Source: an optimization exercise on an open RTL-to-GDS flow (aim: small area and a short achievable clock period). Production flows keep margins and buffers that such runs may drop. In this exercise RTL edits were held to simulation tests only and were not proved equivalent to the original. Power and IR drop assume default switching activity.

`design/flow/run.sh`:
```
#!/bin/bash
# synth_recipe.tcl (not shown) runs the flow's synth.tcl, then flattens the netlist and writes it again
# the make line also repeats each setting of config.mk as NAME=value (left out here)
make -C /OpenROAD-flow-scripts/flow DESIGN_CONFIG=/design/flow/config.mk WORK_HOME=/design/flow/orfs CLKGATE_MAP_FILE= SYNTH_SCRIPT=/design/flow/synth_recipe.tcl finish
```
`design/flow/config.mk`:
```
export PLATFORM = sky130hd
export DESIGN_NAME = video_uut
export DESIGN_NICKNAME = video_uut
export VERILOG_FILES = /design/flow/design.v
export SDC_FILE = /design/flow/constraint.sdc
export NUM_CORES = 4
export LEC_CHECK = 0
export CAP_MARGIN = 20
export CORE_MARGIN = 2
export CORE_UTILIZATION = 40
export SLEW_MARGIN = 20
```
`design/flow/constraint.sdc`:
```
create_clock -name core_clock -period 12.0 [get_ports {clk_i}]
set_input_delay 2.4000 -clock core_clock [delete_from_list [all_inputs] [get_ports {clk_i}]]
set_output_delay 2.4000 -clock core_clock [all_outputs]
set_load 0.01 [all_outputs]
```
`design/flow/design.v`:
```
module video_uut (
    input  wire         clk_i           , 
    input  wire         cen_i           , 
    input  wire         rst_i           , 
    input  wire         vid_sel_i       , 
    input  wire [23:0]  vid_rgb_i       , 
    input  wire [1:0]   vh_blank_i      , 
    input  wire [2:0]   dvh_sync_i      , 
    output wire [2:0]   dvh_sync_o      , 
    output wire [23:0]  vid_rgb_o         
); 
reg HD, VD;   
wire HR, HF, VR, VF;   
reg [11:0] HCNT;   
reg [10:0] VCNT;   
assign HR = ~HD && vh_blank_i[0];   
assign HF = HD && ~vh_blank_i[0];   
assign VR = ~VD && vh_blank_i[1];   
assign VF = VD && ~vh_blank_i[1];   
reg [25:0] frame_counter;
localparam NUM_SNOWFLAKES = 12;
localparam SNOWFLAKE_SIZE = 16;   
reg [10:0] snowflake_x [0:NUM_SNOWFLAKES-1];   
reg [10:0] snowflake_y [0:NUM_SNOWFLAKES-1];   
reg [7:0]  snowflake_rot [0:NUM_SNOWFLAKES-1];   
reg [3:0]  snowflake_speed [0:NUM_SNOWFLAKES-1];   
localparam [23:0] COLOR_SNOWFLAKE = 24'hFF_FF_FF;   
localparam [23:0] COLOR_BG_DARK  = 24'h00_00_20;   
localparam [23:0] COLOR_BG       = 24'h00_00_40;   
localparam [23:0] COLOR_MAZE      = 24'h00_40_80;   
localparam [23:0] COLOR_LETTER_R      = 24'h00_00_FF;   
localparam [23:0] COLOR_LETTER_O      = 24'hFF_A5_00;   
localparam [23:0] COLOR_LETTER_S1     = 24'hFF_00_00;   
localparam [23:0] COLOR_LETTER_S2     = 24'h00_FF_00;   
localparam [23:0] COLOR_GHOST_BLUE   = 24'h00_80_FF;   
localparam [23:0] COLOR_GHOST_RED    = 24'hFF_00_00;   
localparam [23:0] COLOR_GHOST_PINK   = 24'hFF_B0_FF;   
localparam [23:0] COLOR_GHOST_GREEN  = 24'h00_FF_00;   
localparam [23:0] COLOR_GHOST_PURPLE = 24'h80_00_FF;   
localparam [23:0] COLOR_PACMAN    = 24'hFF_FF_00;   
reg [10:0] pixel_x, pixel_y;
reg [10:0] box_x, box_y;
reg        box_dir_x, box_dir_y;   
reg [23:0]  vid_rgb_d1;
reg [2:0]   dvh_sync_d1;
function [23:0] draw_snowflake;
    input [10:0] px, py;   
    input [10:0] sx, sy;   
    input [7:0]  rot;      
    reg [10:0] rel_x, rel_y;
    reg [10:0] abs_x, abs_y;
    begin
        if (px >= sx) begin
            rel_x = px - sx;
            abs_x = px - sx;
        end else begin
            rel_x = sx - px;
            abs_x = sx - px;
        end
        if (py >= sy) begin
            rel_y = py - sy;
            abs_y = py - sy;
        end else begin
            rel_y = sy - py;
            abs_y = sy - py;
        end
        if (abs_x > SNOWFLAKE_SIZE/2 || abs_y > SNOWFLAKE_SIZE/2) begin
            draw_snowflake = 24'h0;   
        end else begin
            if (abs_x < 2 && abs_y < 2) begin
                draw_snowflake = COLOR_SNOWFLAKE;
            end
            else if (abs_y < 2 && abs_x < SNOWFLAKE_SIZE/2) begin
                draw_snowflake = COLOR_SNOWFLAKE;
            end
            else if (abs_x < 2 && abs_y < SNOWFLAKE_SIZE/2) begin
                draw_snowflake = COLOR_SNOWFLAKE;
            end
            else if (abs_x == abs_y && abs_x < SNOWFLAKE_SIZE/2) begin
                draw_snowflake = COLOR_SNOWFLAKE;
            end
            else if ((abs_x + abs_y < 3) && (abs_x > 1 || abs_y > 1)) begin
                draw_snowflake = COLOR_SNOWFLAKE;
            end
            else begin
                draw_snowflake = 24'h0;   
            end
        end
    end
endfunction
wire [23:0] snowflake_color [0:NUM_SNOWFLAKES-1];
genvar i;
generate
    for (i = 0; i < NUM_SNOWFLAKES; i = i + 1) begin : gen_snowflakes
        assign snowflake_color[i] = draw_snowflake(HCNT, VCNT, snowflake_x[i], snowflake_y[i], snowflake_rot[i]);
    end
endgenerate
function [23:0] draw_maze;
    input [10:0] px, py;   
    input signed [10:0] offset_y;   
    reg [10:0] center_x, center_y;
    reg [10:0] letter_start_x;
    reg [10:0] letter_width, letter_height;
    reg [10:0] thickness_outer, thickness_inner, thickness_gap;
    reg [10:0] border_thickness;
    reg [10:0] corner_size;
    begin
        center_x = 960;   
        center_y = 540;   
        draw_maze = 24'h0;   
        border_thickness = 15;   
        corner_size = 30;   
        if (py < border_thickness && px >= corner_size && px < 1920 - corner_size) begin
            draw_maze = COLOR_MAZE;
        end
        if (py >= 1080 - border_thickness && px >= corner_size && px < 1920 - corner_size) begin
            draw_maze = COLOR_MAZE;
        end
        if (px < border_thickness && py >= corner_size && py < 1080 - corner_size) begin
            draw_maze = COLOR_MAZE;
        end
        if (px >= 1920 - border_thickness && py >= corner_size && py < 1080 - corner_size) begin
            draw_maze = COLOR_MAZE;
        end
        if (py >= border_thickness + 10 && py < border_thickness + 15 && px >= corner_size + 10 && px < 1920 - corner_size - 10) begin
            draw_maze = COLOR_MAZE;
        end
        if (py >= 1080 - border_thickness - 15 && py < 1080 - border_thickness - 10 && px >= corner_size + 10 && px < 1920 - corner_size - 10) begin
            draw_maze = COLOR_MAZE;
        end
        if (px >= border_thickness + 10 && px < border_thickness + 15 && py >= corner_size + 10 && py < 1080 - corner_size - 10) begin
            draw_maze = COLOR_MAZE;
        end
        if (px >= 1920 - border_thickness - 15 && px < 1920 - border_thickness - 10 && py >= corner_size + 10 && py < 1080 - corner_size - 10) begin
            draw_maze = COLOR_MAZE;
        end
        if ((px < corner_size && py < border_thickness) || (px < border_thickness && py < corner_size)) begin
            draw_maze = COLOR_MAZE;
        end
        if ((px >= border_thickness + 10 && px < corner_size + 10 && py >= border_thickness + 10 && py < border_thickness + 15) ||
            (px >= border_thickness + 10 && px < border_thickness + 15 && py >= border_thickness + 10 && py < corner_size + 10)) begin
            draw_maze = COLOR_MAZE;
        end
        if ((px >= 1920 - corner_size && py < border_thickness) || (px >= 1920 - border_thickness && py < corner_size)) begin
            draw_maze = COLOR_MAZE;
        end
        if ((px >= 1920 - corner_size - 10 && px < 1920 - border_thickness - 10 && py >= border_thickness + 10 && py < border_thickness + 15) ||
            (px >= 1920 - border_thickness - 15 && px < 1920 - border_thickness - 10 && py >= border_thickness + 10 && py < corner_size + 10)) begin
            draw_maze = COLOR_MAZE;
        end
        if ((px < corner_size && py >= 1080 - border_thickness) || (px < border_thickness && py >= 1080 - corner_size)) begin
            draw_maze = COLOR_MAZE;
        end
        if ((px >= border_thickness + 10 && px < corner_size + 10 && py >= 1080 - border_thickness - 15 && py < 1080 - border_thickness - 10) ||
            (px >= border_thickness + 10 && px < border_thickness + 15 && py >= 1080 - corner_size - 10 && py < 1080 - border_thickness - 10)) begin
            draw_maze = COLOR_MAZE;
        end
        if ((px >= 1920 - corner_size && py >= 1080 - border_thickness) || (px >= 1920 - border_thickness && py >= 1080 - corner_size)) begin
            draw_maze = COLOR_MAZE;
        end
        if ((px >= 1920 - corner_size - 10 && px < 1920 - border_thickness - 10 && py >= 1080 - border_thickness - 15 && py < 1080 - border_thickness - 10) ||
            (px >= 1920 - border_thickness - 15 && px < 1920 - border_thickness - 10 && py >= 1080 - corner_size - 10 && py < 1080 - border_thickness - 10)) begin
            draw_maze = COLOR_MAZE;
        end
        letter_start_x = 200;   
        letter_width = 350;   
        letter_height = 450;   
        thickness_outer = 16;   
        thickness_inner = 16;    
        thickness_gap = 20;      
        if (px >= letter_start_x && px < letter_start_x + letter_width && py >= center_y - letter_height/2 && py < center_y + letter_height/2) begin
            if (((px >= letter_start_x && px < letter_start_x + thickness_outer) ||  
                 (px >= letter_start_x + thickness_outer + thickness_gap && px < letter_start_x + thickness_outer + thickness_gap + thickness_inner)) &&
                (py >= center_y - letter_height/2 && py < center_y + letter_height/2)) begin
                draw_maze = COLOR_LETTER_R;
            end
            if (((py >= center_y - letter_height/2 && py < center_y - letter_height/2 + thickness_outer) ||  
                 (py >= center_y - letter_height/2 + thickness_outer + thickness_gap && py < center_y - letter_height/2 + thickness_outer + thickness_gap + thickness_inner)) &&
                (px >= letter_start_x && px < letter_start_x + letter_width)) begin
                draw_maze = COLOR_LETTER_R;
            end
            if (((px >= letter_start_x + letter_width - thickness_outer && px < letter_start_x + letter_width) ||  
                 (px >= letter_start_x + letter_width - thickness_outer - thickness_gap - thickness_inner && px < letter_start_x + letter_width - thickness_outer - thickness_gap)) &&
                (py >= center_y - letter_height/2 + thickness_outer && py < center_y)) begin
                draw_maze = COLOR_LETTER_R;
            end
            if (((py >= center_y && py < center_y + thickness_outer) ||  
                 (py >= center_y + thickness_outer + thickness_gap && py < center_y + thickness_outer + thickness_gap + thickness_inner)) &&
                (px >= letter_start_x && px < letter_start_x + letter_width)) begin
                draw_maze = COLOR_LETTER_R;
            end
            if (((px >= letter_start_x + letter_width - thickness_outer && px < letter_start_x + letter_width) ||  
                 (px >= letter_start_x + letter_width - thickness_outer - thickness_gap - thickness_inner && px < letter_start_x + letter_width - thickness_outer - thickness_gap)) &&
                (py >= center_y + thickness_outer && py < center_y + letter_height/2)) begin
                draw_maze = COLOR_LETTER_R;
            end
        end
        if (px >= letter_start_x + 430 && px < letter_start_x + 430 + letter_width && py >= center_y - letter_height/2 && py < center_y + letter_height/2) begin
            if (((px >= letter_start_x + 430 && px < letter_start_x + 430 + thickness_outer) ||  
                 (px >= letter_start_x + 430 + thickness_outer + thickness_gap && px < letter_start_x + 430 + thickness_outer + thickness_gap + thickness_inner)) &&
                (py >= center_y - letter_height/2 && py < center_y + letter_height/2)) begin
                draw_maze = COLOR_LETTER_O;
            end
            if (((px >= letter_start_x + 430 + letter_width - thickness_outer && px < letter_start_x + 430 + letter_width) ||  
                 (px >= letter_start_x + 430 + letter_width - thickness_outer - thickness_gap - thickness_inner && px < letter_start_x + 430 + letter_width - thickness_outer - thickness_gap)) &&
                (py >= center_y - letter_height/2 && py < center_y + letter_height/2)) begin
                draw_maze = COLOR_LETTER_O;
            end
            if (((py >= center_y - letter_height/2 && py < center_y - letter_height/2 + thickness_outer) ||  
                 (py >= center_y - letter_height/2 + thickness_outer + thickness_gap && py < center_y - letter_height/2 + thickness_outer + thickness_gap + thickness_inner)) &&
                (px >= letter_start_x + 430 + thickness_outer && px < letter_start_x + 430 + letter_width - thickness_outer)) begin
                draw_maze = COLOR_LETTER_O;
            end
            if (((py >= center_y + letter_height/2 - thickness_outer && py < center_y + letter_height/2) ||  
                 (py >= center_y + letter_height/2 - thickness_outer - thickness_gap - thickness_inner && py < center_y + letter_height/2 - thickness_outer - thickness_gap)) &&
                (px >= letter_start_x + 430 + thickness_outer && px < letter_start_x + 430 + letter_width - thickness_outer)) begin
                draw_maze = COLOR_LETTER_O;
            end
        end
        if (px >= letter_start_x + 860 && px < letter_start_x + 860 + letter_width && py >= center_y - letter_height/2 && py < center_y + letter_height/2) begin
            if (((px >= letter_start_x + 860 && px < letter_start_x + 860 + thickness_outer) ||  
                 (px >= letter_start_x + 860 + thickness_outer + thickness_gap && px < letter_start_x + 860 + thickness_outer + thickness_gap + thickness_inner)) &&
                (py >= center_y - letter_height/2 + thickness_outer && py < center_y)) begin
                draw_maze = COLOR_LETTER_S1;
            end
            if (((py >= center_y - letter_height/2 && py < center_y - letter_height/2 + thickness_outer) ||  
                 (py >= center_y - letter_height/2 + thickness_outer + thickness_gap && py < center_y - letter_height/2 + thickness_outer + thickness_gap + thickness_inner)) &&
                (px >= letter_start_x + 860 + thickness_outer && px < letter_start_x + 860 + letter_width - thickness_outer)) begin
                draw_maze = COLOR_LETTER_S1;
            end
            if (((px >= letter_start_x + 860 + letter_width - thickness_outer && px < letter_start_x + 860 + letter_width) ||  
                 (px >= letter_start_x + 860 + letter_width - thickness_outer - thickness_gap - thickness_inner && px < letter_start_x + 860 + letter_width - thickness_outer - thickness_gap)) &&
                (py >= center_y - letter_height/2 + thickness_outer && py < center_y - letter_height/2 + 60)) begin
                draw_maze = COLOR_LETTER_S1;
            end
            if (((py >= center_y && py < center_y + thickness_outer) ||  
                 (py >= center_y + thickness_outer + thickness_gap && py < center_y + thickness_outer + thickness_gap + thickness_inner)) &&
                (px >= letter_start_x + 860 && px < letter_start_x + 860 + letter_width)) begin
                draw_maze = COLOR_LETTER_S1;
            end
            if (((px >= letter_start_x + 860 + letter_width - thickness_outer && px < letter_start_x + 860 + letter_width) ||  
                 (px >= letter_start_x + 860 + letter_width - thickness_outer - thickness_gap - thickness_inner && px < letter_start_x + 860 + letter_width - thickness_outer - thickness_gap)) &&
                (py >= center_y + thickness_outer && py < center_y + letter_height/2)) begin
                draw_maze = COLOR_LETTER_S1;
            end
            if (((py >= center_y + letter_height/2 - thickness_outer && py < center_y + letter_height/2) ||  
                 (py >= center_y + letter_height/2 - thickness_outer - thickness_gap - thickness_inner && py < center_y + letter_height/2 - thickness_outer - thickness_gap)) &&
                (px >= letter_start_x + 860 && px < letter_start_x + 860 + letter_width - thickness_outer)) begin
                draw_maze = COLOR_LETTER_S1;
            end
        end
        if (px >= letter_start_x + 1290 && px < letter_start_x + 1290 + letter_width && py >= center_y - letter_height/2 && py < center_y + letter_height/2) begin
            if (((px >= letter_start_x + 1290 && px < letter_start_x + 1290 + thickness_outer) ||  
                 (px >= letter_start_x + 1290 + thickness_outer + thickness_gap && px < letter_start_x + 1290 + thickness_outer + thickness_gap + thickness_inner)) &&
                (py >= center_y - letter_height/2 + thickness_outer && py < center_y)) begin
                draw_maze = COLOR_LETTER_S2;
            end
            if (((py >= center_y - letter_height/2 && py < center_y - letter_height/2 + thickness_outer) ||  
                 (py >= center_y - letter_height/2 + thickness_outer + thickness_gap && py < center_y - letter_height/2 + thickness_outer + thickness_gap + thickness_inner)) &&
                (px >= letter_start_x + 1290 + thickness_outer && px < letter_start_x + 1290 + letter_width - thickness_outer)) begin
                draw_maze = COLOR_LETTER_S2;
            end
            if (((px >= letter_start_x + 1290 + letter_width - thickness_outer && px < letter_start_x + 1290 + letter_width) ||  
                 (px >= letter_start_x + 1290 + letter_width - thickness_outer - thickness_gap - thickness_inner && px < letter_start_x + 1290 + letter_width - thickness_outer - thickness_gap)) &&
                (py >= center_y - letter_height/2 + thickness_outer && py < center_y - letter_height/2 + 60)) begin
                draw_maze = COLOR_LETTER_S2;
            end
            if (((py >= center_y && py < center_y + thickness_outer) ||  
                 (py >= center_y + thickness_outer + thickness_gap && py < center_y + thickness_outer + thickness_gap + thickness_inner)) &&
                (px >= letter_start_x + 1290 && px < letter_start_x + 1290 + letter_width)) begin
                draw_maze = COLOR_LETTER_S2;
            end
            if (((px >= letter_start_x + 1290 + letter_width - thickness_outer && px < letter_start_x + 1290 + letter_width) ||  
                 (px >= letter_start_x + 1290 + letter_width - thickness_outer - thickness_gap - thickness_inner && px < letter_start_x + 1290 + letter_width - thickness_outer - thickness_gap)) &&
                (py >= center_y + thickness_outer && py < center_y + letter_height/2)) begin
                draw_maze = COLOR_LETTER_S2;
            end
            if (((py >= center_y + letter_height/2 - thickness_outer && py < center_y + letter_height/2) ||  
                 (py >= center_y + letter_height/2 - thickness_outer - thickness_gap - thickness_inner && py < center_y + letter_height/2 - thickness_outer - thickness_gap)) &&
                (px >= letter_start_x + 1290 && px < letter_start_x + 1290 + letter_width - thickness_outer)) begin
                draw_maze = COLOR_LETTER_S2;
            end
        end
    end
endfunction
function [23:0] draw_pacman;
    input [10:0] px, py;   
    input [10:0] pac_x, pac_y;   
    input [7:0]  mouth_angle;   
    reg signed [11:0] rel_x, rel_y;
    reg [10:0] abs_x, abs_y;
    reg [31:0] dist_sq;   
    reg signed [11:0] mouth_slope;   
    reg [31:0] mouth_check;   
    begin
        rel_x = px - pac_x;
        rel_y = py - pac_y;
        if (rel_x >= 0) begin
            abs_x = rel_x;
        end else begin
            abs_x = -rel_x;
        end
        if (rel_y >= 0) begin
            abs_y = rel_y;
        end else begin
            abs_y = -rel_y;
        end
        dist_sq = rel_x * rel_x + rel_y * rel_y;
        if (dist_sq < 900) begin   
            if (rel_x > 0) begin
                mouth_check = $signed(rel_x) * $signed({1'b0, mouth_angle});
                if ((abs_y << 6) < mouth_check) begin   
                    draw_pacman = 24'h0;   
                end else begin
                    draw_pacman = COLOR_PACMAN;
                end
            end else begin
                draw_pacman = COLOR_PACMAN;
            end
        end else begin
            draw_pacman = 24'h0;   
        end
    end
endfunction
function [23:0] draw_ghost;
    input [10:0] px, py;   
    input [10:0] gx, gy;   
    input [23:0] ghost_color;   
    reg [10:0] rel_x, rel_y;
    reg [10:0] abs_x, abs_y;
    reg signed [10:0] signed_rel_x, signed_rel_y;
    reg [11:0] dist_sq;
    begin
        if (px >= gx) begin
            rel_x = px - gx;
            abs_x = px - gx;
            signed_rel_x = px - gx;
        end else begin
            rel_x = gx - px;
            abs_x = gx - px;
            signed_rel_x = -(gx - px);
        end
        if (py >= gy) begin
            rel_y = py - gy;
            abs_y = py - gy;
            signed_rel_y = py - gy;
        end else begin
            rel_y = gy - py;
            abs_y = gy - py;
            signed_rel_y = -(gy - py);
        end
        draw_ghost = 24'h0;   
        if (abs_x <= 20 && abs_y <= 25) begin
            if (signed_rel_y < -5) begin
                dist_sq = abs_x * abs_x + (signed_rel_y + 5) * (signed_rel_y + 5);
                if (dist_sq < 400) begin   
                    draw_ghost = ghost_color;
                end
            end
            else if (signed_rel_y >= -5 && signed_rel_y < 20) begin
                if (abs_x <= 20) begin
                    draw_ghost = ghost_color;
                end
            end
            else if (signed_rel_y >= 20 && signed_rel_y <= 25) begin
                if ((signed_rel_x >= -20 && signed_rel_x < -12 && signed_rel_y >= 20 && signed_rel_y < 22) ||
                    (signed_rel_x >= -12 && signed_rel_x < -4 && signed_rel_y >= 20 && signed_rel_y < 24) ||
                    (signed_rel_x >= -4 && signed_rel_x < 4 && signed_rel_y >= 20 && signed_rel_y < 25) ||
                    (signed_rel_x >= 4 && signed_rel_x < 12 && signed_rel_y >= 20 && signed_rel_y < 24) ||
                    (signed_rel_x >= 12 && signed_rel_x < 20 && signed_rel_y >= 20 && signed_rel_y < 22)) begin
                    draw_ghost = ghost_color;
                end
            end
            if (((signed_rel_x >= -12 && signed_rel_x <= -6) && (signed_rel_y >= -10 && signed_rel_y <= -4)) ||
                ((signed_rel_x >= 6 && signed_rel_x <= 12) && (signed_rel_y >= -10 && signed_rel_y <= -4))) begin
                draw_ghost = 24'hFF_FF_FF;   
            end
            if (((signed_rel_x >= -10 && signed_rel_x <= -8) && (signed_rel_y >= -8 && signed_rel_y <= -6)) ||
                ((signed_rel_x >= 8 && signed_rel_x <= 10) && (signed_rel_y >= -8 && signed_rel_y <= -6))) begin
                draw_ghost = 24'h00_00_00;   
            end
        end
    end
endfunction
wire [10:0] ghost_x [0:4];
wire [10:0] ghost_y_static;
wire [23:0] maze_color;
wire [23:0] ghost_color [0:4];
assign ghost_x[0] = 150;    
assign ghost_x[1] = 550;    
assign ghost_x[2] = 960;    
assign ghost_x[3] = 1180;   
assign ghost_x[4] = 1650;   
assign ghost_y_static = 150;   
assign maze_color = draw_maze(HCNT, VCNT, 0);   
assign ghost_color[0] = draw_ghost(HCNT, VCNT, ghost_x[0], ghost_y_static, COLOR_GHOST_PINK);    
assign ghost_color[1] = draw_ghost(HCNT, VCNT, ghost_x[1], ghost_y_static, COLOR_GHOST_RED);     
assign ghost_color[2] = draw_ghost(HCNT, VCNT, ghost_x[2], ghost_y_static, COLOR_GHOST_BLUE);    
assign ghost_color[3] = draw_ghost(HCNT, VCNT, ghost_x[3], ghost_y_static, COLOR_GHOST_GREEN);   
assign ghost_color[4] = draw_ghost(HCNT, VCNT, ghost_x[4], ghost_y_static, COLOR_GHOST_PURPLE);  
wire [10:0] pacman_x_static;
wire [10:0] pacman_y_static;
wire [7:0]  pacman_mouth_static;
wire [23:0] pacman_color_static;
assign pacman_x_static = 960;         
assign pacman_y_static = 250;         
assign pacman_mouth_static = 8'd45;   
assign pacman_color_static = draw_pacman(HCNT, VCNT, pacman_x_static, pacman_y_static, pacman_mouth_static);
function [23:0] draw_dots;
    input [10:0] px, py;   
    input [23:0] maze_pixel;   
    begin
        if (maze_pixel == 24'h0 &&   
            px >= 80 && px < 1840 &&   
            py >= 80 && py < 1000 &&
            (px % 50 >= 22 && px % 50 < 28) &&   
            (py % 50 >= 22 && py % 50 < 28)) begin   
            draw_dots = 24'hFF_FF_FF;   
        end else begin
            draw_dots = 24'h0;   
        end
    end
endfunction
wire [23:0] dot_color;
assign dot_color = draw_dots(HCNT, VCNT, maze_color);
integer j;
always @(posedge clk_i) begin
    if (rst_i) begin
        HD <= 1'b0;
        VD <= 1'b0;
        HCNT <= 12'd0;
        VCNT <= 11'd0;
        frame_counter <= 26'd0;
        for (j = 0; j < NUM_SNOWFLAKES; j = j + 1) begin
            snowflake_x[j] <= (j * 160) % 1920;   
            snowflake_y[j] <= (j * 90) % 1080;    
            snowflake_rot[j] <= j * 21;            
            snowflake_speed[j] <= (j % 8) + 1;     
        end
        vid_rgb_d1 <= 24'h00_00_00;
        dvh_sync_d1 <= 3'b000;
    end else if(cen_i) begin
        HD <= vh_blank_i[0];   
        VD <= vh_blank_i[1];   
        if (HF) begin   
            HCNT <= 12'd0;
        end else if (!vh_blank_i[0]) begin   
            HCNT <= HCNT + 1;
        end
        if (VF) begin   
            VCNT <= 11'd0;
            frame_counter <= frame_counter + 1;
            for (j = 0; j < NUM_SNOWFLAKES; j = j + 1) begin
                if (snowflake_y[j] + snowflake_speed[j] >= 1080) begin
                    snowflake_y[j] <= 11'd0;
                    snowflake_x[j] <= (snowflake_x[j] + 137) % 1920;   
                end else begin
                    snowflake_y[j] <= snowflake_y[j] + snowflake_speed[j];
                end
                snowflake_rot[j] <= snowflake_rot[j] + (j % 4) + 1;   
            end
        end else if (HR) begin   
            VCNT <= VCNT + 1;
        end
        vid_rgb_d1 <= 24'h00_00_00;   
        if (dot_color != 24'h0) begin
            vid_rgb_d1 <= dot_color;
        end
        if (maze_color != 24'h0) begin
            vid_rgb_d1 <= maze_color;
        end
        for (j = 0; j < 5; j = j + 1) begin
            if (ghost_color[j] != 24'h0) begin
                vid_rgb_d1 <= ghost_color[j];
            end
        end
        if (pacman_color_static != 24'h0) begin
            vid_rgb_d1 <= pacman_color_static;
        end
        for (j = 0; j < NUM_SNOWFLAKES; j = j + 1) begin
            if (snowflake_color[j] != 24'h0) begin
                vid_rgb_d1 <= snowflake_color[j];
            end
        end
        dvh_sync_d1 <= dvh_sync_i;
    end
end
assign dvh_sync_o  = dvh_sync_d1;
assign vid_rgb_o   = vid_rgb_d1;
endmodule
```
==> run summary <==
## worst max-delay path by stage
stage                        from  slack (ns)             to
after floorplan           VCNT[1]        0.12  vid_rgb_d1[7]
after global placement    VCNT[1]        0.04  vid_rgb_d1[7]
after detailed placement  VCNT[1]       -0.03  vid_rgb_d1[7]
after CTS                 VCNT[1]        0.07  vid_rgb_d1[7]
after global routing      VCNT[1]        0.03  vid_rgb_d1[7]
final                     VCNT[1]        0.62  vid_rgb_d1[7]
## area by class of cell
class                      count  area (um^2)
timing repair buffer         225         1800
tap                         2480         3100
antenna                        1         2.50
fill                       18700       106000
inverter                    1300         4890
sequential                   294         5940
multi-input combinational   7748        62800
clock buffer                  63         1310
clock inverter                12          134
## layer usage
layer | global-route usage, % | vias to the layer above | part of all wire [%]
met5 | 0 | - | 0
met4 | 9.95 | 0 | 4.6
met3 | 3.65 | 513 | 7.4
met2 | 42.1 | 2558 | 45
met1 | 34.5 | 33900 | 43
li1 | - | 33300 | -
## sequential cells by signal, summed over array words and instances (netlist names)
register	count
HCNT	11
HD	1
VCNT	11
VD	1
dvh_sync_d1	3
snowflake_x	132
snowflake_y	125
vid_rgb_d1	10
## cell usage after synthesis, types with 24 or more instances
cell / count / area, um^2
inv_1: 1283 / 4820
ha_1: 1028 / 12900
nand2_1: 772 / 2900
nor2_1: 720 / 2700
a21oi_1: 716 / 3580
fa_1: 607 / 12200
xnor2_1: 549 / 4810
o21ai_0: 548 / 2740
a21o_1: 321 / 2410
dfxtp_1: 294 / 5890
clkbuf_1: 275 / 1030
nand3_1: 226 / 1130
nor3_1: 192 / 961
mux2i_1: 164 / 1640
xor2_1: 149 / 1310
a31oi_1: 148 / 926
o21bai_1: 126 / 946
nor4_1: 99 / 619
nor2b_1: 92 / 576
nand4_1: 91 / 569
nand2b_1: 80 / 500
o31ai_1: 71 / 533
a211oi_1: 67 / 503
and3_1: 66 / 413
or3_1: 55 / 344
and2_1: 51 / 319
o22ai_1: 50 / 313
o211ai_1: 49 / 368
mux2_2: 46 / 518
o21a_1: 45 / 338
a21boi_0: 39 / 293
buf_1: 35 / 131
a221oi_1: 34 / 298
or2_2: 30 / 188
or4_1: 30 / 225
a2111oi_0: 24 / 210
buf_2: 24 / 120
## kinds of logic after synthesis
group / after synthesis
fa+ha+maj: 1635
buf+inv: 1654
other cells: 1
mux: 213
compound gates: 2585
flops: 294
xor+xnor: 704
simple gates: 2604
## stage by stage
stage	std cells	hold WS [ns]	instance area, um^2	total power [mW]	setup slack [ns]
4_1_cts	12100	0.478	79800	16.6	0.0721
5_1_grt	12100	0.522	79900	18.8	0.0303
2_1_floorplan	9696	0.443	74900	12.1	0.116
3_5_place_dp	12000	0.469	78400	15.1	-0.0256
3_3_place_gp	12000	0.467	78400	14.8	0.0370
6_report	12100	0.484	79900	16.7	0.620
## worst max-delay path: cells and delay by family (launching register included)
kind / cells / cell delay [ns]
fa+ha+maj: 12 / 5.04
compound gates: 11 / 2.23
simple gates: 10 / 1.89
xor+xnor: 5 / 1.05
buf+inv: 9 / 0.71
flops: 1 / 0.34
## repair_timing
item                                   CTS  global route
setup endpoints to repair                2            10
buffers inserted                         0             2
hold buffers                             0             0
pin swaps                                0             2
endpoints found under the hold margin    0             0
gates resized for setup                  1            20
## power breakdown
| part | leakage (nW) | internal (mW) | switching, mW |
|---|---|---|---|
| combinational | 34.2 | 6.65 | 7.68 |
| sequential | 2.39 | 0.983 | 0.0186 |
| clock | 0.712 | 0.780 | 0.566 |
| total | 37.3 | 8.42 | 8.27 |
==> summary.txt <==
Die Area = 0.191 mm^2
# rows = 158
Drt wl/cell = 21.0 um
RSZ-0062 raised after global routing = no
Number of CTS-inserted buffers = 43
Most common library cell in the layout ignoring fill and taps = inv_1
Worst path slowest cell = fa_1
WHS Path Cells = 2
Simple-gate portion of the synthesized area = 16.5%
DPL Wire Length = 196 mm
Most used DFF post-synth = dfxtp_1
Post-Synth XOR/XNOR Area = 8.31%
Kind of critical path = flop to flop
Max Clk Rate = 0.0879 GHz
Fin Setup TNS = 0 ns
Area Overhead vs Synth = 6.86%
Async set-reset flop share out of synthesis = 0%
RD Place Congestion = 0.975
DRC Markers = 0
Total power per unit cell area = 209 mW/mm^2
Core area = 0.186 mm^2
Antenna violations before repair = 11
Post-synth EDFFs = 0
Htree depth = 2
Worst R2R Setup Slack = 0.62 ns
Worst slew pin tran = 1.07 ns
Later-pin clock latency in the skew report = 0.64 ns
Main combinational cell family by area after synthesis = adder cells
Share of cells above drive strength 1 = 5.22%
Clk root buf = clkbuf_16
Largest net degree at the start of global routing = 79
Min-delay src = snowflake_y[6][3]
Status = timing/DRC/antenna clean
DRT iter0 DRCs = 6555
Buffers on Ports = 34
Worst setup EP type = flop
Worst slew margin = 28.0%
Leakage power = 37.3 nW
Max FO, Critical Path = 8
Slowest stage delay, CP = 0.58 ns
Die height = 436 um
# nets final = 11300
Hold Fails Final Rpt = 0
Remaining Overflow, GRT = 0
Post-synth cell types = 132
Synth Register Bits = 294
Fin crit share = 94.8%
Cell count after synthesis = 9690
TritonCTS clock tree = done
DRT antenna net count = 0
Clock Sink Count = 294
Sequential fraction of the synthesis area = 7.87%
Average size of a mapped cell = 7.72 um^2
Adder-Cell Fraction of Synth Area = 33.4%
Post-Route WL = 254 mm
Num ports = 60
DR vias = 70200
RR Startpoint = VCNT[1]
Max Cap Viol = 0
Worst Skew = 0.0285 ns
Reg clk slew, reported paths = 0.06 ns
First-pass GRT wire length = 391 mm
Worst min-delay path category = flop to flop
Worst r2r dst = vid_rgb_d1[7]
Worst vdd rail ir drop = 901 uV
Die W = 436 um
Synth Area in Compound Gates = 22.5%
Via density per instance = 5.79
Fin. max-slew vios = 0
Detailed Routing Iterations Pass 1 = 7
Most frequent cells in the layout = 1267 x inv_1, 1027 x ha_1, 770 x nand2_1
# setup viols final = 0
Reg2reg path depth = 47
Mux contribution to synthesized area = 2.94%
Cell area after synthesis = 0.0748 mm^2
Minimum clock period = 11.38 ns
Crit start category = flop
Arrival @ worst endpoint = 11.92 ns
Vias in the first global route = 67800
Final core utilization = 43.1%
Max Root-Sink Buffers = 3
Overall Global Routing Usage = 25.9%
Initial cell density of the core = 40.3%
Yosys Warn Count = 5
Worst Path Required = 12.53 ns
Hold Path End = snowflake_y[6][3]

static timing again, ports no longer ideal:
The flow's constraints put no driver on any port. The routed layout listed below was extracted and timed again, unchanged, in two steps. Step 1 assumes that a clkbuf_16 drives the clock port and a buf_2 every other input. Step 2 also shifts input and output timing later by t, the mid clock arrival at the registers, as if the neighbouring blocks saw the same clock. Three values: ideal, step 1, step 2; two values: the first two.
t, ns: 0.705
slack for setup (ns): 0.620 / 0.620 / 0.620
worst setup path at the end: register to register
worst slew at a driven data input, ns: 0.04
pins driven straight from the clock port: 1
After both steps this run still meets setup and hold. For this run, drivers alone change the setup slack by 0.000 ns; drivers and shift together by 0.000 ns.
